Context: an optimization exercise on an open-source flow, tuned for small area and a short achievable clock period. The choices shown serve that exercise and are no tape-out recipe.
Where RTL was checked, it was by simulation tests only, not by an equivalence proof against the original.
Function not checked in runs 2 and 3: the RTL went through the layout flow alone.
Power and IR drop assume default switching activity.

File: flow/config.mk
export PLATFORM = sky130hd
export DESIGN_NAME = HWA
export DESIGN_NICKNAME = HWA
export VERILOG_FILES = /design/flow/design.v
export SDC_FILE = /design/flow/constraint.sdc
export NUM_CORES = 4
export LEC_CHECK = 0
export CAP_MARGIN = 20
export CORE_MARGIN = 2
export CORE_UTILIZATION = 40
export SLEW_MARGIN = 20
export SYNTH_MEMORY_MAX_BITS = 32768
File: flow/constraint.sdc
create_clock -name core_clock -period 6.5 [get_ports {clock_d}]
set_input_delay 1.3000 -clock core_clock [delete_from_list [all_inputs] [get_ports {clock_d}]]
set_output_delay 1.3000 -clock core_clock [all_outputs]
set_load 0.01 [all_outputs]
File: flow/design.v
module VDC(
    input                   reset,
    input                   clock,
    output logic [12-1: 0]  out_re, 
    output logic [12-1: 0]  out  
);
logic [12-1:0]    count,next_count;
assign next_count = count + 1;
always_comb begin
    for (int i = 0; i < 12; ++i) begin
        out_re[i] = count[12-1-i];
    end
end
assign out = count;
always_ff @(posedge clock) begin
    if(reset) begin
        count <= 0;
    end 
    else begin
        count <= next_count;
    end
end
endmodule
module HWA(
    input [12:0]                in, 
    input                       clock_d, 
    input                       clock_s, 
    output logic [12:0]         out, 
    output logic                done
);
localparam [18:0] sign_b = 19'b0011001100011001100;
logic [5-1:0] mapping [0:4096-1];
initial $readmemh("hwa_mapping.hex", mapping);
logic [12-1:0]       mux_in_large [2*19-1:0];
logic [12-1:0]       next_mux_in_large [2*19-1:0];  
logic [12-1:0]       mux_in [18:0];  
logic [12-1:0]       sel_bits;  
logic [5-1:0] idx;
logic [12-1:0]       R_y;  
logic                reset;  
logic [12:0]         next_out;  
logic                SN_in;
logic                xored_in;
VDC vdc( .reset(reset), .clock(clock_d), .out_re(R_y),.out(sel_bits));
assign idx = mapping[sel_bits];
assign SN_in = (mux_in[idx] > R_y);
assign xored_in = SN_in ^ sign_b[idx];  
always_comb begin
    next_out = out + xored_in;
    for (int i = 1; i < 2*19; i = i + 1)
        next_mux_in_large[i] = mux_in_large[i-1];
    next_mux_in_large[0] = in[12-1:0];
end
genvar gi;
for (gi=0; gi<19; gi=gi+1) begin : genbit
    assign mux_in[gi] = mux_in_large[(gi+1)*2-1];
end
assign done = (sel_bits==4096-1);
assign reset = clock_s;
always_ff @(posedge clock_d) begin
    if(clock_s) begin  
        for (int i = 0; i < 2*19; i = i + 1)
            mux_in_large[i] <= next_mux_in_large[i];
        out         <= 0;
    end
    else begin
        out <= next_out;
    end
end
endmodule
File: flow/hwa_mapping.hex
12
12
12
10
10
10
10
10
10
10
10
10
10
10
10
10
10
10
10
10
10
10
10
10
0e
0e
0e
0e
0e
0e
0e
0e
0e
0e
0e
0e
0e
0e
0e
0e
0e
0e
0e
0e
0e
0e
0e
0e
0e
0e
0e
0e
0e
0e
0e
0e
0e
0e
0e
0e
0e
0e
0e
0e
0e
0e
0e
0e
0e
0e
0e
0e
0e
0e
0e
0e
0e
0e
0e
0e
0e
0e
0e
0e
0e
0e
0e
0e
0e
0e
0e
0e
0e
0e
0e
0e
0e
0e
0e
0e
0e
0e
0c
0c
0c
0c
0c
0c
0c
0c
0c
0c
0c
0c
0c
0c
0c
0c
0c
0c
0c
0c
0c
0c
0c
0c
0c
0c
0c
0c
0c
0c
0c
0c
0c
0c
0c
0c
0c
0c
0c
0c
0c
0c
0c
0c
0c
0c
0c
0c
0c
0c
0c
0c
0c
0c
0c
0c
0c
0c
0c
0c
0c
0c
0c
0c
0c
0c
0c
0c
0c
0c
0c
0c
0c
0c
0c
0c
0c
0c
0c
0c
0c
0c
0c
0c
0c
0c
0c
0c
0c
0c
0c
0c
0c
0c
0c
0c
0c
0c
0c
0c
0c
0c
0c
0c
0c
0c
0c
0c
0c
0c
0c
0c
0c
0c
0c
0c
0c
0c
0c
0c
0c
0c
0c
0c
0c
0c
0c
0c
0c
0c
0c
0c
0c
0c
0c
0c
0c
0c
0c
0c
0c
0c
0c
0c
0c
0c
0c
0c
0c
0c
0c
0c
0c
0c
0c
0c
0c
0c
0c
0c
0c
0c
0c
0c
0c
0c
0c
0c
0c
0c
0c
0c
0c
0c
0c
0c
0c
0c
0c
0c
0c
0c
0c
0c
0c
0c
0c
0c
0c
0c
0c
0c
0c
0c
0c
0c
0c
0c
0c
0c
0c
0c
0c
0c
0c
0c
0c
0c
0c
0c
0c
0c
0c
0c
0c
0c
0c
0c
0c
0c
0c
0c
0c
0c
0c
0c
0c
0c
0c
0c
0c
0c
0c
0c
0c
0c
0c
0a
0a
0a
0a
0a
0a
0a
0a
0a
0a
0a
0a
0a
0a
0a
0a
0a
0a
0a
0a
0a
0a
0a
0a
0a
0a
0a
0a
0a
0a
0a
0a
0a
0a
0a
0a
0a
0a
0a
0a
0a
0a
0a
0a
0a
0a
0a
0a
0a
0a
0a
0a
0a
0a
0a
0a
0a
0a
0a
0a
0a
0a
0a
0a
0a
0a
0a
0a
0a
0a
0a
0a
0a
0a
0a
0a
0a
0a
0a
0a
0a
0a
0a
0a
0a
0a
0a
0a
0a
0a
0a
0a
0a
0a
0a
0a
0a
0a
0a
0a
0a
0a
0a
0a
0a
0a
0a
0a
0a
0a
0a
0a
0a
0a
0a
0a
0a
0a
0a
0a
0a
0a
0a
0a
0a
0a
0a
0a
0a
0a
0a
0a
0a
0a
0a
0a
0a
0a
0a
0a
0a
0a
0a
0a
0a
0a
0a
0a
0a
0a
0a
0a
0a
0a
0a
0a
0a
0a
0a
0a
0a
0a
0a
0a
0a
0a
0a
0a
0a
0a
0a
0a
0a
0a
0a
0a
0a
0a
0a
0a
0a
0a
0a
0a
0a
0a
0a
0a
0a
0a
0a
0a
0a
0a
0a
0a
0a
0a
0a
0a
0a
0a
0a
0a
0a
0a
0a
0a
0a
0a
0a
0a
0a
0a
0a
0a
0a
0a
0a
0a
0a
0a
0a
0a
0a
0a
0a
0a
0a
0a
0a
0a
0a
0a
0a
0a
0a
0a
0a
0a
0a
0a
0a
0a
0a
0a
0a
0a
0a
0a
0a
0a
0a
0a
0a
0a
0a
0a
0a
0a
0a
0a
0a
0a
0a
0a
0a
0a
0a
0a
0a
0a
0a
0a
0a
0a
0a
0a
0a
0a
0a
0a
0a
0a
0a
0a
0a
0a
0a
0a
0a
0a
0a
0a
0a
0a
0a
0a
0a
0a
0a
0a
0a
0a
0a
0a
0a
0a
0a
0a
0a
0a
0a
0a
0a
0a
0a
0a
0a
0a
0a
0a
0a
0a
0a
0a
0a
0a
0a
0a
0a
0a
0a
0a
0a
0a
0a
0a
0a
0a
0a
0a
0a
0a
0a
0a
0a
0a
0a
0a
0a
0a
0a
0a
0a
0a
0a
0a
0a
0a
0a
0a
0a
0a
0a
0a
0a
0a
0a
0a
0a
0a
0a
0a
0a
0a
0a
0a
0a
0a
0a
0a
0a
0a
0a
0a
0a
0a
0a
0a
0a
0a
0a
0a
0a
0a
0a
0a
0a
0a
0a
0a
0a
0a
0a
0a
0a
0a
0a
0a
0a
0a
0a
0a
0a
0a
0a
0a
0a
0a
0a
0a
0a
0a
0a
0a
0a
0a
0a
0a
0a
0a
0a
0a
0a
0a
0a
0a
0a
0a
0a
0a
0a
0a
0a
0a
0a
0a
0a
0a
0a
0a
0a
0a
0a
0a
0a
0a
0a
0a
0a
0a
0a
0a
0a
0a
0a
0a
0a
0a
0a
0a
0a
0a
0a
0a
0a
0a
0a
0a
0a
0a
0a
0a
0a
0a
0a
0a
0a
0a
0a
0a
0a
0a
0a
0a
0a
0a
0a
0a
0a
0a
0a
0a
0a
0a
0a
0a
0a
0a
0a
0a
0a
0a
0a
0a
0a
0a
0a
0a
0a
0a
0a
0a
0a
0a
0a
0a
0a
0a
0a
0a
0a
0a
0a
0a
0a
0a
0a
0a
0a
0a
0a
0a
0a
0a
0a
0a
0a
0a
0a
0a
0a
0a
0a
0a
0a
0a
0a
0a
0a
0a
0a
0a
0a
0a
0a
0a
0a
0a
0a
0a
0a
0a
0a
0a
0a
0a
0a
0a
0a
0a
0a
0a
0a
0a
0a
0a
0a
0a
0a
0a
0a
0a
0a
0a
0a
0a
0a
0a
0a
0a
0a
0a
0a
0a
0a
0a
0a
0a
0a
0a
0a
0a
0a
0a
0a
0a
0a
0a
0a
0a
0a
0a
0a
0a
0a
0a
0a
0a
0a
0a
0a
0a
0a
0a
0a
0a
0a
0a
0a
0a
0a
0a
0a
0a
0a
0a
0a
0a
0a
0a
0a
0a
0a
0a
0a
0a
0a
0a
0a
0a
0a
0a
0a
0a
0a
0a
0a
0a
0a
0a
0a
0a
0a
0a
0a
0a
0a
0a
0a
0a
0a
0a
0a
0a
0a
0a
0a
0a
0a
0a
0a
0a
0a
0a
0a
0a
0a
0a
0a
0a
0a
0a
0a
0a
0a
0a
0a
0a
0a
0a
0a
0a
0a
0a
0a
0a
0a
0a
0a
0a
0a
0a
0a
0a
0a
0a
0a
0a
0a
0a
0a
0a
0a
0a
0a
0a
0a
0a
0a
0a
0a
0a
0a
0a
0a
0a
0a
0a
0a
0a
0a
0a
0a
0a
0a
0a
0a
0a
0a
0a
0a
0a
0a
0a
0a
0a
0a
0a
0a
0a
0a
0a
0a
0a
0a
0a
0a
0a
0a
0a
0a
0a
0a
0a
0a
0a
0a
0a
0a
0a
0a
0a
0a
0a
0a
0a
0a
0a
0a
0a
0a
0a
0a
0a
0a
0a
0a
0a
0a
0a
0a
0a
0a
0a
0a
0a
0a
0a
0a
0a
0a
0a
0a
0a
0a
0a
0a
0a
0a
0a
0a
0a
0a
0a
0a
0a
0a
0a
0a
0a
0a
0a
0a
0a
0a
0a
0a
0a
0a
0a
0a
0a
0a
0a
0a
0a
0a
0a
0a
0a
0a
0a
0a
0a
0a
0a
0a
0a
0a
0a
0a
0a
0a
0a
0a
0a
0a
0a
0a
0a
0a
0a
0a
0a
0a
0a
0a
0a
0a
0a
0a
0a
0a
0a
0a
0a
0a
0a
0a
0a
0a
0a
0a
0a
0a
0a
0a
0a
0a
0a
0a
0a
0a
0a
0a
0a
0a
0a
0a
0a
0a
0a
0a
0a
0a
0a
0a
0a
0a
0a
0a
0a
0a
0a
0a
0a
0a
0a
0a
0a
0a
09
09
09
09
09
09
09
09
09
09
09
09
09
09
09
09
09
09
09
09
09
09
09
09
09
09
09
09
09
09
09
09
09
09
09
09
09
09
09
09
09
09
09
09
09
09
09
09
09
09
09
09
09
09
09
09
09
09
09
09
09
09
09
09
09
09
09
09
09
09
09
09
09
09
09
09
09
09
09
09
09
09
09
09
09
09
09
09
09
09
09
09
09
09
09
09
09
09
09
09
09
09
09
09
09
09
09
09
09
09
09
09
09
09
09
09
09
09
09
09
09
09
09
09
09
09
09
09
09
09
09
09
09
09
09
09
09
09
09
09
09
09
09
09
09
09
09
09
09
09
09
09
09
09
09
09
09
09
09
09
09
09
09
09
09
09
09
09
09
09
09
09
09
09
09
09
09
09
09
09
09
09
09
09
09
09
09
09
09
09
09
09
09
09
09
09
09
09
09
09
09
09
09
09
09
09
09
09
09
09
09
09
09
09
09
09
09
09
09
09
09
09
09
09
09
09
09
09
09
09
09
09
09
09
09
09
09
09
09
09
09
09
09
09
09
09
09
09
09
09
09
09
09
09
09
09
09
09
09
09
09
09
09
09
09
09
09
09
09
09
09
09
09
09
09
09
09
09
09
09
09
09
09
09
09
09
09
09
09
09
09
09
09
09
09
09
09
09
09
09
09
09
09
09
09
09
09
09
09
09
09
09
09
09
09
09
09
09
09
09
09
09
09
09
09
09
09
09
09
09
09
09
09
09
09
09
09
09
09
09
09
09
09
09
09
09
09
09
09
09
09
09
09
09
09
09
09
09
09
09
09
09
09
09
09
09
09
09
09
09
09
09
09
09
09
09
09
09
09
09
09
09
09
09
09
09
09
09
09
09
09
09
09
09
09
09
09
09
09
09
09
09
09
09
09
09
09
09
09
09
09
09
09
09
09
09
09
09
09
09
09
09
09
09
09
09
09
09
09
09
09
09
09
09
09
09
09
09
09
09
09
09
09
09
09
09
09
09
09
09
09
09
09
09
09
09
09
09
09
09
09
09
09
09
09
09
09
09
09
09
09
09
09
09
09
09
09
09
09
09
09
09
09
09
09
09
09
09
09
09
09
09
09
09
09
09
09
09
09
09
09
09
09
09
09
09
09
09
09
09
09
09
09
09
09
09
09
09
09
09
09
09
09
09
09
09
09
09
09
09
09
09
09
09
09
09
09
09
09
09
09
09
09
09
09
09
09
09
09
09
09
09
09
09
09
09
09
09
09
09
09
09
09
09
09
09
09
09
09
09
09
09
09
09
09
09
09
09
09
09
09
09
09
09
09
09
09
09
09
09
09
09
09
09
09
09
09
09
09
09
09
09
09
09
09
09
09
09
09
09
09
09
09
09
09
09
09
09
09
09
09
09
09
09
09
09
09
09
09
09
09
09
09
09
09
09
09
09
09
09
09
09
09
09
09
09
09
09
09
09
09
09
09
09
09
09
09
09
09
09
09
09
09
09
09
09
09
09
09
09
09
09
09
09
09
09
09
09
09
09
09
09
09
09
09
09
09
09
09
09
09
09
09
09
09
09
09
09
09
09
09
09
09
09
09
09
09
09
09
09
09
09
09
09
09
09
09
09
09
09
09
09
09
09
09
09
09
09
09
09
09
09
09
09
09
09
09
09
09
09
09
09
09
09
09
09
09
09
09
09
09
09
09
09
09
09
09
09
09
09
09
09
09
09
09
09
09
09
09
09
09
09
09
09
09
09
09
09
09
09
09
09
09
09
09
09
09
09
09
09
09
09
09
09
09
09
09
09
09
09
09
09
09
09
09
09
09
09
09
09
09
09
09
09
09
09
09
09
09
09
09
09
09
09
09
09
09
09
09
09
09
09
09
09
09
09
09
09
09
09
09
09
09
09
09
09
09
09
09
09
09
09
09
09
09
09
09
09
09
09
09
09
09
09
09
09
09
09
09
09
09
09
09
09
09
09
09
09
09
09
09
09
09
09
09
09
09
09
09
09
09
09
09
09
09
09
09
09
09
09
09
09
09
09
09
09
09
09
09
09
09
09
09
09
09
09
09
09
09
09
09
09
09
09
09
09
09
09
09
09
09
09
09
09
09
09
09
09
09
09
09
09
09
09
09
09
09
09
09
09
09
09
09
09
09
09
09
09
09
09
09
09
09
09
09
09
09
09
09
09
09
09
09
09
09
09
09
09
09
09
09
09
09
09
09
09
09
09
09
09
09
09
09
09
09
09
09
09
09
09
09
09
09
09
09
09
09
09
09
09
09
09
09
09
09
09
09
09
09
09
09
09
09
09
09
09
09
09
09
09
09
09
09
09
09
09
09
09
09
09
09
09
09
09
09
09
09
09
09
09
09
09
09
09
09
09
09
09
09
09
09
09
09
09
09
09
09
09
09
09
09
09
09
09
09
09
09
09
09
09
09
09
09
09
09
09
09
09
09
09
09
09
09
09
09
09
09
09
09
09
09
09
09
09
09
09
09
09
09
09
09
09
09
09
09
09
09
09
09
09
09
09
09
09
09
09
09
09
09
09
09
09
09
09
09
09
09
09
09
09
09
09
09
09
09
09
09
09
09
09
09
09
09
09
09
09
09
09
09
09
09
09
09
09
09
09
09
09
09
09
09
09
09
09
09
09
09
09
09
09
09
09
09
09
09
09
09
09
09
09
09
09
09
09
09
09
09
09
09
09
09
09
09
09
09
09
09
09
09
09
09
09
09
09
09
09
09
09
09
09
09
09
09
09
09
09
09
09
09
09
09
09
09
09
09
09
09
09
09
09
09
09
09
09
09
09
09
09
09
09
09
09
09
09
09
09
09
09
09
09
09
09
09
09
09
09
09
09
09
09
09
09
09
09
09
09
09
09
09
09
09
09
09
09
09
09
09
09
09
09
09
09
09
09
09
09
09
09
09
09
09
09
09
09
09
09
09
09
09
09
09
09
09
09
09
09
09
09
09
09
09
09
09
09
09
09
09
09
09
09
09
09
09
09
09
09
09
09
09
09
09
09
09
09
09
09
09
09
09
09
09
09
09
09
09
09
09
09
09
09
09
09
09
09
09
09
09
09
09
09
09
09
09
09
09
09
09
09
09
09
09
09
09
09
09
09
09
09
09
09
09
09
09
09
09
09
09
09
09
09
09
09
09
09
09
09
09
09
09
09
09
09
09
09
09
09
09
09
09
09
09
09
09
09
09
09
09
09
09
09
09
09
09
09
09
09
09
09
09
09
09
09
09
09
09
09
09
09
09
09
09
09
09
09
09
09
09
09
09
09
09
09
09
09
09
09
09
09
09
09
09
09
09
09
09
09
09
09
09
09
09
09
09
09
09
09
09
09
09
09
09
09
09
09
09
09
09
09
09
09
09
09
09
09
09
09
09
09
09
09
09
09
09
09
09
09
09
09
09
09
09
09
09
09
09
09
09
09
09
09
09
09
09
08
08
08
08
08
08
08
08
08
08
08
08
08
08
08
08
08
08
08
08
08
08
08
08
08
08
08
08
08
08
08
08
08
08
08
08
08
08
08
08
08
08
08
08
08
08
08
08
08
08
08
08
08
08
08
08
08
08
08
08
08
08
08
08
08
08
08
08
08
08
08
08
08
08
08
08
08
08
08
08
08
08
08
08
08
08
08
08
08
08
08
08
08
08
08
08
08
08
08
08
08
08
08
08
08
08
08
08
08
08
08
08
08
08
08
08
08
08
08
08
08
08
08
08
08
08
08
08
08
08
08
08
08
08
08
08
08
08
08
08
08
08
08
08
08
08
08
08
08
08
08
08
08
08
08
08
08
08
08
08
08
08
08
08
08
08
08
08
08
08
08
08
08
08
08
08
08
08
08
08
08
08
08
08
08
08
08
08
08
08
08
08
08
08
08
08
08
08
08
08
08
08
08
08
08
08
08
08
08
08
08
08
08
08
08
08
08
08
08
08
08
08
08
08
08
08
08
08
08
08
08
08
08
08
08
08
08
08
08
08
08
08
08
08
08
08
08
08
08
08
08
08
08
08
08
08
08
08
08
08
08
08
08
08
08
08
08
08
08
08
08
08
08
08
08
08
08
08
08
08
08
08
08
08
08
08
08
08
08
08
08
08
08
08
08
08
08
08
08
08
08
08
08
08
08
08
08
08
08
08
08
08
08
08
08
08
08
08
08
08
08
08
08
08
08
08
08
08
08
08
08
08
08
08
08
08
08
08
08
08
08
08
08
08
08
08
08
08
08
08
08
08
08
08
08
08
08
08
08
08
08
08
08
08
08
08
08
08
08
08
08
08
08
08
08
08
08
08
08
08
08
08
08
08
08
08
08
08
08
08
08
08
08
08
08
08
08
08
08
08
08
08
08
08
08
08
08
08
08
08
08
08
08
08
08
08
08
08
08
08
08
08
08
08
08
08
08
08
08
08
08
08
08
08
08
08
08
08
08
08
08
08
08
08
08
08
08
08
08
08
08
08
08
08
08
08
08
08
08
08
08
08
08
08
08
08
08
08
08
08
08
08
08
08
08
08
08
08
08
08
08
08
08
08
08
08
08
08
08
08
08
08
08
08
08
08
08
08
08
08
08
08
08
08
08
08
08
08
08
08
08
08
08
08
08
08
08
08
08
08
08
08
08
08
08
08
08
08
08
08
08
08
08
08
08
08
08
08
08
08
08
08
08
08
08
08
08
08
08
08
08
08
08
08
08
08
08
08
08
08
08
08
08
08
08
08
08
08
08
08
08
08
08
08
08
08
08
08
08
08
08
08
08
08
08
08
08
08
08
08
08
08
08
08
08
08
08
08
08
08
08
08
08
08
08
08
08
08
08
08
08
08
08
08
08
08
08
08
08
08
08
08
08
08
08
08
08
08
08
08
08
08
08
08
08
08
08
08
08
08
08
08
08
08
08
08
08
08
08
08
08
08
08
08
08
08
08
08
08
08
08
08
08
08
08
08
08
08
08
08
08
08
08
08
08
08
08
08
08
08
08
08
08
08
08
08
08
08
08
08
08
08
08
08
08
08
08
08
08
08
08
08
08
08
08
08
08
08
08
08
08
08
08
08
08
08
08
08
08
08
08
08
08
08
08
08
08
08
08
08
08
08
08
08
08
08
08
08
08
08
08
08
08
08
08
08
08
08
08
08
08
08
08
08
08
08
08
08
08
08
08
08
08
08
08
08
08
08
08
08
08
08
08
08
08
08
08
08
08
08
08
08
08
08
08
08
08
08
08
08
08
08
08
08
08
08
08
08
08
08
08
08
08
08
08
08
08
08
08
08
08
08
08
08
08
08
08
08
08
08
08
08
08
08
08
08
08
08
08
08
08
08
08
08
08
08
08
08
08
08
08
08
08
08
08
08
08
08
08
08
08
08
08
08
08
08
08
08
08
08
08
08
08
08
08
08
08
08
08
08
08
08
08
08
08
08
08
08
08
08
08
08
08
08
08
08
08
08
08
08
08
08
08
08
08
08
08
08
08
08
08
08
08
08
08
08
08
08
08
08
08
08
08
08
08
08
08
08
08
08
08
08
08
08
08
08
08
08
08
08
08
08
08
08
08
08
08
08
08
08
08
08
06
06
06
06
06
06
06
06
06
06
06
06
06
06
06
06
06
06
06
06
06
06
06
06
06
06
06
06
06
06
06
06
06
06
06
06
06
06
06
06
06
06
06
06
06
06
06
06
06
06
06
06
06
06
06
06
06
06
06
06
06
06
06
06
06
06
06
06
06
06
06
06
06
06
06
06
06
06
06
06
06
06
06
06
06
06
06
06
06
06
06
06
06
06
06
06
06
06
06
06
06
06
06
06
06
06
06
06
06
06
06
06
06
06
06
06
06
06
06
06
06
06
06
06
06
06
06
06
06
06
06
06
06
06
06
06
06
06
06
06
06
06
06
06
06
06
06
06
06
06
06
06
06
06
06
06
06
06
06
06
06
06
06
06
06
06
06
06
06
06
06
06
06
06
06
06
06
06
06
06
06
06
06
06
06
06
06
06
06
06
06
06
06
06
06
06
06
06
06
06
06
06
06
06
06
06
06
06
06
06
06
06
06
06
06
06
06
06
06
06
06
06
06
06
06
06
06
06
06
06
06
06
06
06
06
06
06
04
04
04
04
04
04
04
04
04
04
04
04
04
04
04
04
04
04
04
04
04
04
04
04
04
04
04
04
04
04
04
04
04
04
04
04
04
04
04
04
04
04
04
04
04
04
04
04
04
04
04
04
04
04
04
04
04
04
04
04
04
04
04
04
04
04
04
04
04
04
04
04
04
04
04
04
04
04
02
02
02
02
02
02
02
02
02
02
02
02
02
02
02
02
02
02
02
02
02
00
00
00
File: flow/run.sh
#!/bin/bash
# synth_recipe.tcl (not shown) runs the flow's synth.tcl, then flattens the netlist and writes it again
# the make line also repeats each setting of config.mk as NAME=value (left out here)
make -C /OpenROAD-flow-scripts/flow DESIGN_CONFIG=/design/flow/config.mk WORK_HOME=/design/flow/orfs CLKGATE_MAP_FILE= SYNTH_SCRIPT=/design/flow/synth_recipe.tcl finish
==> flow_metrics.tcl, run 1 <==
set metrics [dict create \
    grtUsageTotal_pct 15.9 \
    coreArea_sq_um 43100 \
    start_util_pct 40.5 \
    std_cell_rows 76 \
    cts.hold.buffers_added 0 \
    dr.pass1.iters 5 \
    clk_latency_ns 0.58 \
    antenna_found_initial 0 \
    stdcell_area_sq_um 20100 \
    cts_buffers 49 \
    clock.fmax_mhz 185 \
    ctsHtreeMaxLevel 2 \
    synth-edff-count 456 \
    fillCellCount 3612 \
    worst_pin_slew_ns 1.13 \
    root_buffer "clkbuf_16" \
    grt_pass1_vias 8627 \
    ioPinCount 29 \
    status "finished clean" \
    crit_end "out[12]$_SDFF_PP0_" \
    r2r_slack_ns 1.09 \
    p_per_area_nw_per_um2 332 \
    finalSetupTns_ns 0 \
    cp-start-kind "flip-flop" \
    period_share_pct 83.2 \
    vias 8818 \
    max_stage_delay_ns 0.96 \
    crit_path_cell_trace "nand2b_1 -> nor3b_2 -> a222oi_1 -> nand3_1 -> nor3_1 -> a21oi_1 -> ha_1 -> a21o_1 -> a21o_1 -> a21oi_1 -> a31oi_1 -> xnor2_1 -> ha_1 -> ha_1 -> nand3_1 -> or3_1 -> a21oi_1" \
    crit_path_end_kind "flip-flop" \
    grt_pass1_wl_mm 53.1 \
    final_nets 1052 \
    viasPerCell 5.37 \
    crit_slowest_cell "nor3b_2" \
    ys_seq_area_share_pct 82.0 \
    clock-sinks 486 \
    max_cap_violations 0 \
    yosys_warnings 5 \
    finalHoldViolations 0 \
    wl_per_cell_microns 21.6 \
    hp-class "flip-flop to flip-flop" \
    area_growth_pct 15.4 \
    worstPathMaxFanout 22 \
    cts_tree "yes" \
    fp.dieH_microns 213 \
    routabilityCongestion 0.848 \
    slew_headroom_pct 24.6 \
    drtAntennaViolNets 0 \
    worst_ep_required_time_ns 6.99 \
    clk_path_buf_depth 3 \
    cts_resized 0 \
    wl_mm 35.4 \
    startpoint "idx[4]$_SDFF_PP0_" \
    dieArea_sq_um 45200 \
    async_reset_ff_share_pct 0 \
    critPathKind "flip-flop to flip-flop" \
    slew_viol_final 0 \
    syn_area_sq_um 17400 \
    drt-initial-drc-count 1041 \
    synthCells 949 \
    worstPathArrival_ns 5.90 \
    ir_drop_uv 209 \
    dpl_cell_area_sq_um 18600 \
    grt_max_degree 170 \
    leakage_nw 6.61 \
    synth-seq-cells 486 \
    drive_gt1_share_pct 12.0 \
    skew_ns 0.0253 \
    synthFlopType "edfxtp_1" \
    synth_nets 983 \
    avgSynthCellArea_sq_um 18.4 \
    rr_endpoint "out[12]$_SDFF_PP0_" \
    diodes 0 \
    period_needed_ns 5.41 \
    drcViolationCount 0 \
    clk_pin_slew_worst_paths_ns 0.06 \
    reg2reg_depth 17 \
    worstReg2RegStart "idx[4]$_SDFF_PP0_" \
    dp_hpwl_mm 21.7 \
    cts_setup_buffers 0 \
    rsz0062_at_grt "false" \
    die_w_microns 213 \
    numPortBuffers 27 \
    final-setup-viol-count 0 \
    synth.distinct_cells 69 \
    grt-ovfl-total 0 \
]
==> cell usage after synthesis, types with 9 or more instances <==
cell / instances / area [sq um]
edfxtp_1: 456 / 13700
nor2_1: 52 / 195
a22oi_1: 45 / 338
dfxtp_1: 30 / 601
clkbuf_1: 27 / 101
a221oi_1: 23 / 201
nand2_1: 23 / 86.3
a21oi_1: 20 / 100
ha_1: 19 / 238
o21ai_0: 17 / 85.1
a22o_1: 16 / 140
inv_1: 16 / 60.1
nand4_1: 16 / 100
mux2i_1: 12 / 120
nor2b_1: 12 / 75.1
nand3_1: 10 / 50.1
nor3_1: 10 / 50.1
xnor2_1: 9 / 78.8
==> flip-flops by register name, summed over array words and instances, names as in the netlist <==
signal and count:
vdc.count 12, mux_in_large 456, out 13, idx 5
==> where the power goes <==
part | total [mW] | switching (mW) | internal, mW
combinational | 0.259 | 0.168 | 0.0910
sequential | 3.71 | 0.0819 | 3.62
clock | 2.71 | 1.15 | 1.57
==> cells by family after synthesis <==
family	after synthesis	synth area share, %
AO/OA/AOI/OAI	173	7.42
buffers and inverters	52	1.24
adder cells (fa/ha/maj)	19	1.36
flip-flops	486	82.0
XOR/XNOR	17	0.854
AND/OR/NAND/NOR	185	6.07
multiplexers	17	1.01
==> per-layer routing <==
| layer | vias to the layer above | global-route usage, % | share of wire [%] |
|---|---|---|---|
| li1 | 3968 | - | - |
| met1 | 4491 | 23.7 | 46 |
| met2 | 303 | 23.4 | 45 |
| met3 | 56 | 3.82 | 6.8 |
| met4 | 0 | 4.24 | 2.1 |
| met5 | - | 0 | 0 |
==> layout make-up <==
class                   instances  area [sq um]  area share (%)
flip-flops and latches        486         14300            71.1
multi-input cells             411          2990            14.9
clock buffers                  64          1340            6.64
well taps                     585           732            3.64
repair buffers                 54           490            2.44
clock inverters                26           215            1.07
inverters                      16          60.1           0.299
==> stage by stage <==
stage                     utilization, %  std cells  power [mW]  setup slack, ns  hold WS [ns]
after floorplan                        -        949        3.85             2.67         0.400
after global placement              43.1       1552        4.02             1.19         0.401
after detailed placement            43.1       1552        4.03             1.12         0.405
after CTS                           46.7       1642        6.76             1.11         0.404
after global routing                46.7       1642        6.91            0.684         0.418
final                               46.7       1642        6.68             1.09         0.409
==> placed cells by master (no fill, tap or decap), drive strengths merged, types with 6 or more instances in the layout <==
cell type | Yosys | routed
xor2 | 8 | 8
mux2i | 12 | 12
or3 | 8 | 8
clkbuf | 27 | 64
a31oi | 7 | 7
nor4bb | 6 | 6
nand2 | 23 | 23
o21ai | 19 | 19
nand4 | 16 | 16
ha | 19 | 19
a21oi | 21 | 21
a22o | 16 | 16
xnor2 | 9 | 9
nor2 | 53 | 53
a221oi | 24 | 24
clkinv | 0 | 17
nor2b | 12 | 12
buf | 9 | 28
edfxtp | 456 | 456
nand3 | 12 | 12
a22oi | 45 | 45
dfxtp | 30 | 30
nor3 | 12 | 12
a222oi | 6 | 6
clkdlybuf4s50 | 0 | 26
inv | 16 | 18
and3 | 9 | 9
==> critical path: cells and delay by family, from the launching register on <==
kind	cells	cell delay [ns]
and+or+nand+nor	6	2.01
AOI/OAI and AO/OA	7	1.57
adders and majority gates	3	0.87
DFF	1	0.60
xor gates and xnor gates	1	0.27
==> worst min path at each step <==
stage | startpoint | to | slack, ns | cells after the start
floorplan | mux_in_large[10][0]$_DFFE_PP_ | mux_in_large[11][0]$_DFFE_PP_ | 0.40 | 0
global placement | mux_in_large[32][3]$_DFFE_PP_ | mux_in_large[33][3]$_DFFE_PP_ | 0.40 | 0
detailed placement | mux_in_large[10][1]$_DFFE_PP_ | mux_in_large[11][1]$_DFFE_PP_ | 0.40 | 0
CTS | mux_in_large[4][2]$_DFFE_PP_ | mux_in_large[5][2]$_DFFE_PP_ | 0.40 | 0
global route | mux_in_large[16][0]$_DFFE_PP_ | mux_in_large[17][0]$_DFFE_PP_ | 0.42 | 0
finish | mux_in_large[20][7]$_DFFE_PP_ | mux_in_large[21][7]$_DFFE_PP_ | 0.41 | 0
==> inputs of run 2 (changes only) <==
==> flow/design.v (replaced) <==
module VDC(
    input               clock,
    input               reset,    
    output logic [11:0] cnt,
    output logic [11:0] rev,
    output logic [11:0] nxt,      
    output logic        last      
);
logic [11:0] carry;
always_comb begin
    for (int i = 0; i < 12; i++) rev[i] = cnt[11-i];
end
assign carry[0] = 1'b1;
for (genvar i = 1; i < 12; i++) begin : g_carry
    assign carry[i] = &cnt[i-1:0];
end
assign nxt  = cnt ^ carry;
assign last = &cnt;
always_ff @(posedge clock)
    if (reset) cnt <= 12'd1;
    else       cnt <= nxt;
endmodule
module HWA(
    input [12:0]        in,
    input               clock_d,
    input               clock_s,
    output logic [12:0] out,
    output logic        done
);
localparam [10:0] SGN = 11'b01010001010;    
logic [11:0] l12 [0:21];
logic [9:0]  l10 [22:25];
logic [7:0]  l8  [26:29];
logic [5:0]  l6  [30:33];
logic [1:0]  l2  [34:37];
logic [11:0] q;       
logic [11:0] rq;      
logic        qlast;   
logic [10:0] seg;     
logic        bit_r;   
VDC vdc(.clock(clock_d), .reset(clock_s), .cnt(q), .rev(rq), .nxt(q1), .last(qlast));
logic       nz10;     
logic [1:0] r34;
assign nz10 = |l6[33][3:0];
assign r34  = (l6[33][5:4] == 2'd3) ? 2'd3 : l6[33][5:4] + {1'b0, nz10};
logic [11:0] q1;
logic [10:0] seg_n;
always_comb begin
    logic [10:0] ge;      
    ge[0]  = 1'b1;
    ge[1]  = q1 >= 12'd3;
    ge[2]  = q1 >= 12'd24;
    ge[3]  = q1 >= 12'd102;
    ge[4]  = q1 >= 12'd339;
    ge[5]  = q1 >= 12'd1282;
    ge[6]  = q1 >= 12'd2815;
    ge[7]  = q1 >= 12'd3757;
    ge[8]  = q1 >= 12'd3994;
    ge[9]  = q1 >= 12'd4072;
    ge[10] = q1 >= 12'd4093;
    for (int s = 0; s < 10; s++) seg_n[s] = ge[s] & ~ge[s+1];
    seg_n[10] = ge[10];
end
logic [11:0] tapv;
always_comb
    tapv = ({12{seg[0]}}  & {l2[37], 10'b0})
         | ({12{seg[1]}}  & {l6[33], 6'b0})
         | ({12{seg[2]}}  & {l8[29], 4'b0})
         | ({12{seg[3]}}  & {l10[25], 2'b0})
         | ({12{seg[4]}}  & l12[21])
         | ({12{seg[5]}}  & l12[19])
         | ({12{seg[6]}}  & l12[17])
         | ({12{seg[7]}}  & l12[13])
         | ({12{seg[8]}}  & l12[9])
         | ({12{seg[9]}}  & l12[5])
         | ({12{seg[10]}} & l12[1]);
logic gt;
always_comb begin
    gt = 1'b0;
    for (int i = 0; i < 12; i++)
        gt = (tapv[i] & ~rq[i]) | ((tapv[i] | ~rq[i]) & gt);
end
logic [12:0] acc_carry;
assign acc_carry[0] = bit_r;
for (genvar i = 1; i < 13; i++) begin : g_acc_carry
    assign acc_carry[i] = bit_r & (&out[i-1:0]);
end
always_ff @(posedge clock_d) begin
    if (clock_s) begin
        l12[0] <= in[11:0];
        for (int j = 1; j < 22; j++) l12[j] <= l12[j-1];
        l10[22] <= {l12[21][11:3], |l12[21][2:0]};
        for (int j = 23; j < 26; j++) l10[j] <= l10[j-1];
        l8[26] <= {l10[25][9:3], |l10[25][2:0]};
        for (int j = 27; j < 30; j++) l8[j] <= l8[j-1];
        l6[30] <= {l8[29][7:3], |l8[29][2:0]};
        for (int j = 31; j < 34; j++) l6[j] <= l6[j-1];
        l2[34] <= r34;
        for (int j = 35; j < 38; j++) l2[j] <= l2[j-1];
    end
end
always_ff @(posedge clock_d) begin
    if (clock_s) begin
        out   <= 13'd0;
        done  <= 1'b0;
        seg   <= 11'd1;                    
        bit_r <= |l2[36];                  
    end else begin
        out   <= out ^ acc_carry;
        done  <= qlast;
        seg   <= seg_n;
        bit_r <= gt ^ |(seg & SGN);
    end
end
endmodule
--- a/flow/config.mk
+++ b/flow/config.mk
@@ -10,2 +10,3 @@
 export CORE_UTILIZATION = 40
+export CTS_BUF_LIST = sky130_fd_sc_hd__clkbuf_4 sky130_fd_sc_hd__clkbuf_8
 export SLEW_MARGIN = 20
removed: flow/hwa_mapping.hex
==> flow_metrics.tcl, run 2 <==
set metrics [dict create \
    dr.pass1.iters 5 \
    power.internal_mw 4.30 \
    drt-initial-drc-count 513 \
    diodes 0 \
    reg_top3 "l12: 264 flops, l10: 40 flops, l8: 32 flops" \
    worstPathMaxFanout 13 \
    cts_resized 0 \
    cts.hold.buffers_added 0 \
    period_needed_ns 3.33 \
    ys_seq_area_share_pct 87.2 \
    finalHoldViolations 0 \
    grtUsageTotal_pct 12.5 \
    final-setup-viol-count 0 \
    yosys.area.top_type_share_pct 81.5 \
    viasPerCell 4.90 \
    finalSetupTns_ns 0 \
    max_cap_violations 0 \
    p_sw_share_pct 20.4 \
    leakage_nw 5.29 \
    period_share_pct 51.2 \
    vias 6145 \
    final_nets 776 \
    wl_per_cell_microns 17.6 \
    crit_slowest_cell "dfxtp_1" \
    cts_setup_buffers 0 \
    cp-start-kind "flip-flop" \
    hp-class "flip-flop to flip-flop" \
    antenna_found_initial 0 \
    layout_common_cells "edfxtp_1, clkbuf_8, nor2_1, dfxtp_1, a22oi_1" \
    netSwitchingPower_mw 1.10 \
    synthFlopType "edfxtp_1" \
    worst_pin_slew_ns 1.01 \
    synthCells 667 \
    synth-seq-cells 406 \
    std_cell_rows 67 \
    async_reset_ff_share_pct 0 \
    cts_tree "yes" \
    status "finished clean" \
    hold_ws_ns 0.400 \
    ioPinCount 29 \
    clock.fmax_mhz 300 \
    layout.cells.most_common "edfxtp_1" \
    clock-sinks 406 \
    synth_nets 690 \
    fp.dieH_microns 188 \
    drtAntennaViolNets 0 \
    cts_buffers 67 \
    drcViolationCount 0 \
    worstPathArrival_ns 3.76 \
    crit_path_end_kind "flip-flop" \
    clk_pin_slew_worst_paths_ns 0.07 \
    clk_latency_ns 0.56 \
    yosys_warnings 7 \
    coreArea_sq_um 33400 \
    grt-ovfl-total 0 \
    power_frac_seq_pct 57.0 \
    clk_path_buf_depth 3 \
    area_growth_pct 15.6 \
    crit_path_cell_trace "a222oi_1 -> and3_1 -> maj3_2 -> o211ai_1 -> a21oi_1 -> a2111oi_2 -> a2111oi_1 -> nor4_1 -> or4_1 -> o211ai_2" \
    rsz0062_at_grt "false" \
    ir_drop_uv 162 \
    pwr-share-clk_pct 40.7 \
    largest_register "l12" \
    grt_pass1_wl_mm 33.8 \
    dieArea_sq_um 35400 \
    drive_gt1_share_pct 15.8 \
    ctsHtreeMaxLevel 3 \
    start_util_pct 40.5 \
    grt_max_degree 185 \
    avgSynthCellArea_sq_um 20.3 \
    combPwrFrac_pct 2.3 \
    dpl_cell_area_sq_um 14300 \
    die_w_microns 188 \
    grt_pass1_vias 6115 \
    worst_ep_required_time_ns 6.93 \
    critPathKind "flip-flop to flip-flop" \
    synth.distinct_cells 57 \
    slew_headroom_pct 32.4 \
    slew_viol_final 0 \
    stdcell_area_sq_um 15700 \
    largest_register_ffs 264 \
    synth-edff-count 368 \
    synth.most_common_cell "edfxtp_1" \
    synth_area_leaders "edfxtp_1, dfxtp_1, a22oi_1" \
    synth_largest_area_cell "edfxtp_1" \
    dp_hpwl_mm 11.9 \
    max_stage_delay_ns 0.93 \
    wl_mm 22.1 \
    p_per_area_nw_per_um2 344 \
    root_buffer "clkbuf_8" \
    numPortBuffers 27 \
    syn_area_sq_um 13600 \
    routabilityCongestion 0.814 \
    skew_ns 0.0214 \
    synth_common_cells "edfxtp_1, dfxtp_1, nor2_1" \
]
## run 2: cell types whose count changed after synthesis, sizes merged, moves of 13 or more
cell,previous run,this run
clkbuf,27,7
a22oi,45,32
nor2,53,38
a21oi,21,4
edfxtp,456,368
a221oi,24,7
## run 2: kinds of logic after synthesis
group / Yosys count / share of synthesized area (%)
fa+ha+maj: 9 / 0.822
flops: 406 / 87.2
xor+xnor: 20 / 1.29
compound gates: 90 / 5.30
buf+inv: 25 / 1.05
simple gates: 117 / 4.38
## run 2: path summary, 6_finish.rpt
check / start / to / slack [ns] / cells past startpoint
worst max-delay path: seg[7]$_SDFF_PP0_ / bit_r$_DFF_P_ / 3.17 / 10
worst min-delay path: l6[31][0]$_DFFE_PP_ / l6[32][0]$_DFFE_PP_ / 0.40 / 0
worst max register to register: seg[7]$_SDFF_PP0_ / bit_r$_DFF_P_ / 3.17 / 10
worst min register to register: l6[31][0]$_DFFE_PP_ / l6[32][0]$_DFFE_PP_ / 0.40 / 0
## run 2: cell type report
type / instances / area, sq um
Clock inverter: 26 / 179
Multi-Input combinational cell: 236 / 1600
Sequential cell: 406 / 11800
Clock buffer: 95 / 1160
Fill cell: 2810 / 17800
Timing Repair Buffer: 31 / 318
Inverter: 11 / 41.3
Tap cell: 448 / 561
## run 2: stage by stage
stage / setup WS (ns) / util [%] / instances / power [mW]
after global placement: 3.25 / 42.8 / 1132 / 3.24
after CTS: 3.20 / 46.9 / 1253 / 5.48
final: 3.17 / 46.9 / 1253 / 5.39
after floorplan: 4.07 / - / 667 / 3.15
after global routing: 2.95 / 46.9 / 1253 / 5.62
after detailed placement: 3.21 / 42.8 / 1132 / 3.25
## run 2: critical path, delay by kind of cell (launching register included)
| family | cells | cell delay, ns |
|---|---|---|
| simple gates | 3 | 0.76 |
| fa+ha+maj | 1 | 0.30 |
| flops | 1 | 0.93 |
| compound gates | 6 | 1.22 |
## run 2: layer usage
layer,part of all wire [%],vias up,track usage [%]
li1,-,2850,-
met4,2.0,0,4.97
met3,5.3,39,3.24
met5,0,-,0
met1,49,3103,18.2
met2,44,153,17.9
## run 2: power by group through the flow
stage               registers [mW]  logic (mW)  clock network [mW]
finish                        3.07       0.124                2.20
global placement              3.12       0.122                   0
floorplan                     3.10      0.0515                   0
global route                  3.09       0.139                2.39
detailed placement            3.13       0.125                   0
CTS                           3.08       0.126                2.28
==> inputs of run 3 (changes only) <==
--- a/flow/config.mk
+++ b/flow/config.mk
@@ -10,3 +10,2 @@
 export CORE_UTILIZATION = 40
-export CTS_BUF_LIST = sky130_fd_sc_hd__clkbuf_4 sky130_fd_sc_hd__clkbuf_8
 export SLEW_MARGIN = 20
==> flow_metrics.tcl, run 3 <==
set metrics [dict create \
    synth-seq-cells 406 \
    synthFlopType "edfxtp_1" \
    diodes 0 \
    drtAntennaViolNets 0 \
    clk_path_buf_depth 3 \
    pwr-share-clk_pct 40.7 \
    stdcell_area_sq_um 15600 \
    hp-class "flip-flop to flip-flop" \
    p_per_area_nw_per_um2 346 \
    period_share_pct 50.7 \
    synth_nets 690 \
    routabilityCongestion 0.814 \
    synth-edff-count 368 \
    ir_drop_uv 200 \
    seqCellArea_sq_um 11800 \
    wl_mm 21.5 \
    start_util_pct 40.5 \
    grt_max_degree 185 \
    dieArea_sq_um 35400 \
    rsz0062_at_grt "false" \
    area_growth_pct 15.0 \
    max_cap_violations 0 \
    wl_per_cell_microns 17.9 \
    leakage_nw 5.19 \
    drcViolationCount 0 \
    clk_pin_slew_worst_paths_ns 0.06 \
    ioPinCount 29 \
    worst_ep_required_time_ns 6.89 \
    grt_pass1_vias 5848 \
    max_stage_delay_ns 0.91 \
    synth_largest_area_cell "edfxtp_1" \
    viasPerCell 4.90 \
    yosys_warnings 7 \
    vias 5905 \
    fp.dieH_microns 188 \
    fillCellCount 2794 \
    grt_pass1_wl_mm 33.0 \
    worstPathArrival_ns 3.68 \
    largest_register_ffs 264 \
    synth_area_leaders "edfxtp_1, dfxtp_1, a22oi_1" \
    multi_input_area_sq_um 1600 \
    ys_seq_area_share_pct 87.2 \
    clock.fmax_mhz 304 \
    dpl_cell_area_sq_um 14300 \
    crit_slowest_cell "dfxtp_1" \
    std_cell_rows 67 \
    power_frac_seq_pct 57.0 \
    finalHoldViolations 0 \
    drive_gt1_share_pct 9.76 \
    numPortBuffers 27 \
    synthCells 667 \
    yosys.area.top_type_share_pct 81.5 \
    crit_path_end_kind "flip-flop" \
    largest_register "l12" \
    clock-sinks 406 \
    layout.cells.most_common "edfxtp_1" \
    clk_latency_ns 0.53 \
    period_needed_ns 3.29 \
    cts_setup_buffers 0 \
    avgSynthCellArea_sq_um 20.3 \
    p_sw_share_pct 19.7 \
    skew_ns 0.0106 \
    slew_headroom_pct 36.3 \
    cp-start-kind "flip-flop" \
    drt-initial-drc-count 586 \
    finalSetupTns_ns 0 \
    final-setup-viol-count 0 \
    grt-ovfl-total 0 \
    cts_resized 0 \
    cts_tree "yes" \
    dr.pass1.iters 7 \
    syn_area_sq_um 13600 \
    antenna_found_initial 0 \
    async_reset_ff_share_pct 0 \
    worstPathMaxFanout 13 \
    netSwitchingPower_mw 1.06 \
    synth_common_cells "edfxtp_1, dfxtp_1, nor2_1" \
    layout_common_cells "edfxtp_1, clkbuf_16, nor2_1, dfxtp_1, a22oi_1" \
    reg_top3 "l12: 264 flops, l10: 40 flops, l8: 32 flops" \
    slew_viol_final 0 \
    coreArea_sq_um 33400 \
    synth.distinct_cells 57 \
    critPathKind "flip-flop to flip-flop" \
    cts.hold.buffers_added 0 \
    final_nets 750 \
    cts_buffers 41 \
    combPwrFrac_pct 2.3 \
    root_buffer "clkbuf_16" \
    power.internal_mw 4.33 \
    die_w_microns 188 \
    worst_pin_slew_ns 0.955 \
    grtUsageTotal_pct 12.2 \
    crit_path_cell_trace "a22oi_1 -> a31o_1 -> maj3_2 -> o211ai_1 -> a21oi_1 -> a2111oi_2 -> a2111oi_1 -> nor4_1 -> or4_1 -> o211ai_2" \
    ctsHtreeMaxLevel 2 \
    status "finished clean" \
    r2r_slack_ns 3.21 \
    dp_hpwl_mm 11.9 \
    synth.most_common_cell "edfxtp_1" \
]
==> run 3: final cells by class <==
cell class / instances / area share (%)
Timing Repair Buffer: 31 / 2.04
Clock buffer: 56 / 7.35
Multi-Input combinational cell: 236 / 10.3
Sequential cell: 406 / 75.8
Clock inverter: 18 / 0.722
Inverter: 11 / 0.265
Tap cell: 448 / 3.60
==> run 3: final timing paths <==
path,from,endpoint,depth (start not counted)
worst max register to register,seg[7]$_SDFF_PP0_,bit_r$_DFF_P_,10
worst min-delay path,l10[24][1]$_DFFE_PP_,l10[25][1]$_DFFE_PP_,0
worst max-delay path,seg[7]$_SDFF_PP0_,bit_r$_DFF_P_,10
worst min register to register,l10[24][1]$_DFFE_PP_,l10[25][1]$_DFFE_PP_,0
==> run 3: cell families after synthesis <==
group | synth area share (%)
flip-flops | 87.2
AND/OR/NAND/NOR | 4.38
AO/OA/AOI/OAI | 5.30
buffers and inverters | 1.05
XOR/XNOR | 1.29
adder cells (fa/ha/maj) | 0.822
==> run 3: metal layers <==
layer | share of wire (%) | wire length, microns | GRT usage [%] | vias to the layer above
li1 | - | - | - | 2775
met1 | 50 | 10700 | 18.4 | 2986
met2 | 43 | 9340 | 17.5 | 101
met3 | 4.5 | 977 | 2.51 | 43
met4 | 2.5 | 535 | 4.30 | 0
met5 | 0 | 0 | 0 | -
==> run 3: worst max-delay path: cells and delay by family, from the launching register on <==
kind / cells / cell delay, ns
AO/OA/AOI/OAI: 7 / 1.38
adder cells (fa/ha/maj): 1 / 0.31
flip-flops: 1 / 0.91
AND/OR/NAND/NOR: 2 / 0.55
==> run 3: power by group through the flow <==
stage / combinational [mW] / sequential, mW / clock, mW
after detailed placement: 0.125 / 3.13 / 0
after CTS: 0.126 / 3.07 / 2.26
after floorplan: 0.0515 / 3.10 / 0
after global routing: 0.139 / 3.09 / 2.36
after global placement: 0.122 / 3.12 / 0
final: 0.124 / 3.07 / 2.19
==> run 3: metrics by stage <==
| stage | util [%] | hold WS [ns] | total power, mW | worst slack [ns] | std cells |
|---|---|---|---|---|---|
| final | 46.6 | 0.409 | 5.39 | 3.21 | 1206 |
| after detailed placement | 42.8 | 0.405 | 3.25 | 3.21 | 1132 |
| after global routing | 46.6 | 0.418 | 5.59 | 2.92 | 1206 |
| after CTS | 46.6 | 0.410 | 5.46 | 3.19 | 1206 |
| after floorplan | - | 0.400 | 3.15 | 4.07 | 667 |
| after global placement | 42.8 | 0.400 | 3.24 | 3.25 | 1132 |
==> inputs of run 4 (changes only) <==
==> flow/design.v (replaced) <==
module VDC(
    input               clock,
    input               reset,    
    output logic [11:0] cnt,
    output logic [11:0] rev
);
always_comb
    for (int i = 0; i < 12; i++) rev[i] = cnt[11-i];
always_ff @(posedge clock)
    if (reset) cnt <= 12'd1;
    else       cnt <= cnt + 12'd1;
endmodule
module HWA(
    input [12:0]        in,
    input               clock_d,
    input               clock_s,
    output logic [12:0] out,
    output logic        done
);
localparam [18:0] sign_b = 19'b0011001100011001100;
logic [11:0] l12 [0:21];
logic [9:0]  l10 [22:25];
logic [7:0]  l8  [26:29];
logic [5:0]  l6  [30:33];
logic [1:0]  l2  [34:37];
logic [11:0] q;       
logic [11:0] rq;      
logic        bit_r;   
VDC vdc(.clock(clock_d), .reset(clock_s), .cnt(q), .rev(rq));
logic       nz10;     
logic [1:0] r34;
assign nz10 = |l6[33][3:0];
assign r34  = (l6[33][5:4] == 2'd3) ? 2'd3 : l6[33][5:4] + {1'b0, nz10};
logic [11:0] tapv;
logic        sgn;
always_comb begin
    if      (q <= 12'd2)    begin tapv = {l2[37], 10'b0};      sgn = sign_b[18]; end
    else if (q <= 12'd23)   begin tapv = {l6[33], 6'b0};       sgn = sign_b[16]; end
    else if (q <= 12'd101)  begin tapv = {l8[29], 4'b0};       sgn = sign_b[14]; end
    else if (q <= 12'd338)  begin tapv = {l10[25], 2'b0};      sgn = sign_b[12]; end
    else if (q <= 12'd1281) begin tapv = l12[21];              sgn = sign_b[10]; end
    else if (q <= 12'd2814) begin tapv = l12[19];              sgn = sign_b[9];  end
    else if (q <= 12'd3756) begin tapv = l12[17];              sgn = sign_b[8];  end
    else if (q <= 12'd3993) begin tapv = l12[13];              sgn = sign_b[6];  end
    else if (q <= 12'd4071) begin tapv = l12[9];               sgn = sign_b[4];  end
    else if (q <= 12'd4092) begin tapv = l12[5];               sgn = sign_b[2];  end
    else                    begin tapv = l12[1];               sgn = sign_b[0];  end
end
always_ff @(posedge clock_d) begin
    if (clock_s) begin
        l12[0] <= in[11:0];
        for (int j = 1; j < 22; j++) l12[j] <= l12[j-1];
        l10[22] <= {l12[21][11:3], |l12[21][2:0]};
        for (int j = 23; j < 26; j++) l10[j] <= l10[j-1];
        l8[26] <= {l10[25][9:3], |l10[25][2:0]};
        for (int j = 27; j < 30; j++) l8[j] <= l8[j-1];
        l6[30] <= {l8[29][7:3], |l8[29][2:0]};
        for (int j = 31; j < 34; j++) l6[j] <= l6[j-1];
        l2[34] <= r34;
        for (int j = 35; j < 38; j++) l2[j] <= l2[j-1];
    end
end
always_ff @(posedge clock_d) begin
    if (clock_s) begin
        out   <= 13'd0;
        done  <= 1'b0;
        bit_r <= |l2[36];                  
    end else begin
        out   <= out + {12'd0, bit_r};
        done  <= (q == 12'd4095);
        bit_r <= (tapv > rq) ^ sgn;
    end
end
endmodule
==> flow_metrics.tcl, run 4 <==
set metrics [dict create \
    start_util_pct 40.5 \
    std_cell_rows 68 \
    largest_register "l12" \
    dp_hpwl_mm 12.2 \
    area_growth_pct 14.7 \
    wl_mm 21.0 \
    cts_setup_buffers 0 \
    hold_depth 0 \
    worstPathMaxFanout 13 \
    period_share_pct 63.5 \
    cts_resized 0 \
    ir_drop_uv 200 \
    clk_pin_slew_worst_paths_ns 0.06 \
    period_needed_ns 4.13 \
    grt_max_degree 181 \
    cts.hold.buffers_added 0 \
    worstPathArrival_ns 4.54 \
    yosys_warnings 7 \
    ioPinCount 29 \
    clock-sinks 395 \
    drt-initial-drc-count 567 \
    drtAntennaViolNets 0 \
    dp.cells 1185 \
    setup_ws_ns 2.37 \
    critPathTopFamily "compound AO/OA/AOI/OAI gates" \
    reg_top3 "l12: 264 flops, l10: 40 flops, l8: 32 flops" \
    r2r_slack_ns 2.37 \
    synth.distinct_cells 58 \
    synthFlopType "edfxtp_1" \
    clk_latency_ns 0.53 \
    synthCells 725 \
    finalSetupTns_ns 0 \
    final-setup-viol-count 0 \
    crit_buf_inv 0 \
    dr.pass1.iters 5 \
    crit_path_end_kind "flip-flop" \
    dieArea_sq_um 36300 \
    synth_nets 760 \
    crit_slowest_cell "a2111oi_4" \
    numPortBuffers 27 \
    dpl_cell_area_sq_um 14600 \
    layout_common_cells "edfxtp_1, clkbuf_16, nor2_1" \
    routabilityCongestion 0.814 \
    clock.fmax_mhz 242 \
    layout.cells.most_common "edfxtp_1" \
    status "finished clean" \
    dp_slack_ns 2.14 \
    viasPerCell 5.01 \
    avgSynthCellArea_sq_um 19.2 \
    rsz0062_at_grt "false" \
    slew_headroom_pct 25.7 \
    cp-start-kind "flip-flop" \
    fp.dieH_microns 190 \
    path_depth 11 \
    stdcell_area_sq_um 16000 \
    antenna_found_initial 0 \
    synth.most_common_cell "edfxtp_1" \
    max_stage_delay_ns 1.04 \
    hp-class "flip-flop to flip-flop" \
    grt_pass1_wl_mm 33.0 \
    synth_area_leaders "edfxtp_1, dfxtp_1, ha_1" \
    synth-seq-cells 395 \
    grt_pass1_vias 6003 \
    synth_largest_area_cell "edfxtp_1" \
    final_nets 807 \
    syn_area_sq_um 13900 \
    crit_path_cell_trace "nand2_1 -> o311ai_2 -> a2111oi_4 -> nor2_1 -> a221oi_1 -> a32oi_1 -> ha_1 -> nand4_1 -> or3_1 -> o211a_1 -> o31a_1" \
    cts_buffers 40 \
    final_cells 1257 \
    reg2reg_depth 11 \
    root_buffer "clkbuf_16" \
    vias 6295 \
    diodes 0 \
    drcViolationCount 0 \
    synth_common_cells "edfxtp_1, nor2_1, dfxtp_1" \
    worst_ep_required_time_ns 6.91 \
    max_cap_violations 0 \
    critPathKind "flip-flop to flip-flop" \
    synth-edff-count 368 \
    drive_gt1_share_pct 10.7 \
    coreArea_sq_um 34400 \
    ctsHtreeMaxLevel 2 \
    grt-ovfl-total 0 \
    cts_tree "yes" \
    async_reset_ff_share_pct 0 \
    clk_path_buf_depth 3 \
    ys_seq_area_share_pct 83.3 \
    final_util_pct 46.4 \
    hold_ws_ns 0.411 \
    wl_per_cell_microns 16.7 \
    grtUsageTotal_pct 11.6 \
    largest_register_ffs 264 \
    leakage_nw 5.26 \
    p_total_mw 5.38 \
    slew_viol_final 0 \
    p_per_area_nw_per_um2 338 \
    worst_pin_slew_ns 1.11 \
    yosys.area.top_type_share_pct 79.4 \
    skew_ns 0.0160 \
    finalHoldViolations 0 \
    die_w_microns 190 \
]
run 4: changes by cell type in the layout (fill, tap and decap cells not counted), moves of 8 or more:
cell	change
a21o_1	+11
dfxtp_1	-11
mux2i_1	+12
a21oi_1	+14
a22o_1	-9
or3_1	+8
a211oi_1	+14
a22oi_1	-29
o21ai_0	+9
ha_1	+12
o221ai_1	+13
run 4: path summary, 6_finish.rpt:
path	end	startpoint
hold reg to reg	l10[25][4]$_DFFE_PP_	l10[24][4]$_DFFE_PP_
setup / recovery	bit_r$_DFF_P_	vdc.cnt[5]$_SDFF_PP0_
setup reg to reg	bit_r$_DFF_P_	vdc.cnt[5]$_SDFF_PP0_
hold / removal	l10[25][4]$_DFFE_PP_	l10[24][4]$_DFFE_PP_
run 4: report_power, final:
group | switching (mW) | total [mW] | leakage (nW) | internal (mW)
clock network | 0.910 | 2.23 | 0.647 | 1.32
registers | 0.0565 | 3.00 | 3.81 | 2.94
logic | 0.0975 | 0.158 | 0.805 | 0.0603
run 4: worst register-to-register path, delay by kind of cell (launching register included):
family | cells | cell delay [ns]
adders and majority gates | 1 | 0.34
and+or+nand+nor | 4 | 1.09
DFF | 1 | 0.43
AOI/OAI and AO/OA | 6 | 2.14
run 4: cell families (layout without fill, tap and decap cells):
kind of cell / count (synthesis) / after routing / share of synthesized area, %
adders and majority gates: 20 / 20 / 1.80
xor gates and xnor gates: 14 / 14 / 0.881
buffers and inverters: 37 / 114 / 1.52
DFF: 395 / 395 / 83.3
AOI/OAI and AO/OA: 122 / 122 / 6.79
and+or+nand+nor: 125 / 125 / 4.81
muxes: 12 / 12 / 0.864
run 4: per-layer routing:
layer / GRT usage [%] / wire [microns] / vias up
li1: - / - / 2983
met1: 17.8 / 10500 / 3153
met2: 16.7 / 9030 / 112
met4: 3.55 / 503 / 0
met3: 2.12 / 943 / 47
met5: 0 / 0 / -
run 4: final cells by class:
cell class                 count  area [sq um]
multi-input combinational    293          2120
inverter                      11          41.3
fill                        2931         18400
timing repair buffer          31           330
clock inverter                16           160
clock buffer                  56          1140
sequential                   395         11600
tap                          455           569

[afterwards: timing with drivers on the ports]
No port has a modelled driver above. Below, the same layouts with a new extraction and two added sets of constraints. Step 1: set_driving_cell puts a clkbuf_16 on clock_d and a buf_2 on each other input, an assumption about the parent block. Step 2 also shifts input and output timing later by t, the mid clock arrival at the registers, as if the neighbouring blocks saw the same clock. a / b / c = ideal / step 1 / step 2; a / b = the first two.
run | t, ns | setup slack, ns | worst slew at a driven data input, ns
run 1 | 0.620 | 1.090 / 1.090 / 1.090 | 0.06
run 2 | 0.591 | 3.171 / 3.172 / 3.172 | 0.05
run 3 | 0.569 | 3.206 / 3.206 / 3.206 | 0.05
run 4 | 0.572 | 2.370 / 2.370 / 2.370 | 0.05
After both steps every run listed still meets setup and hold.
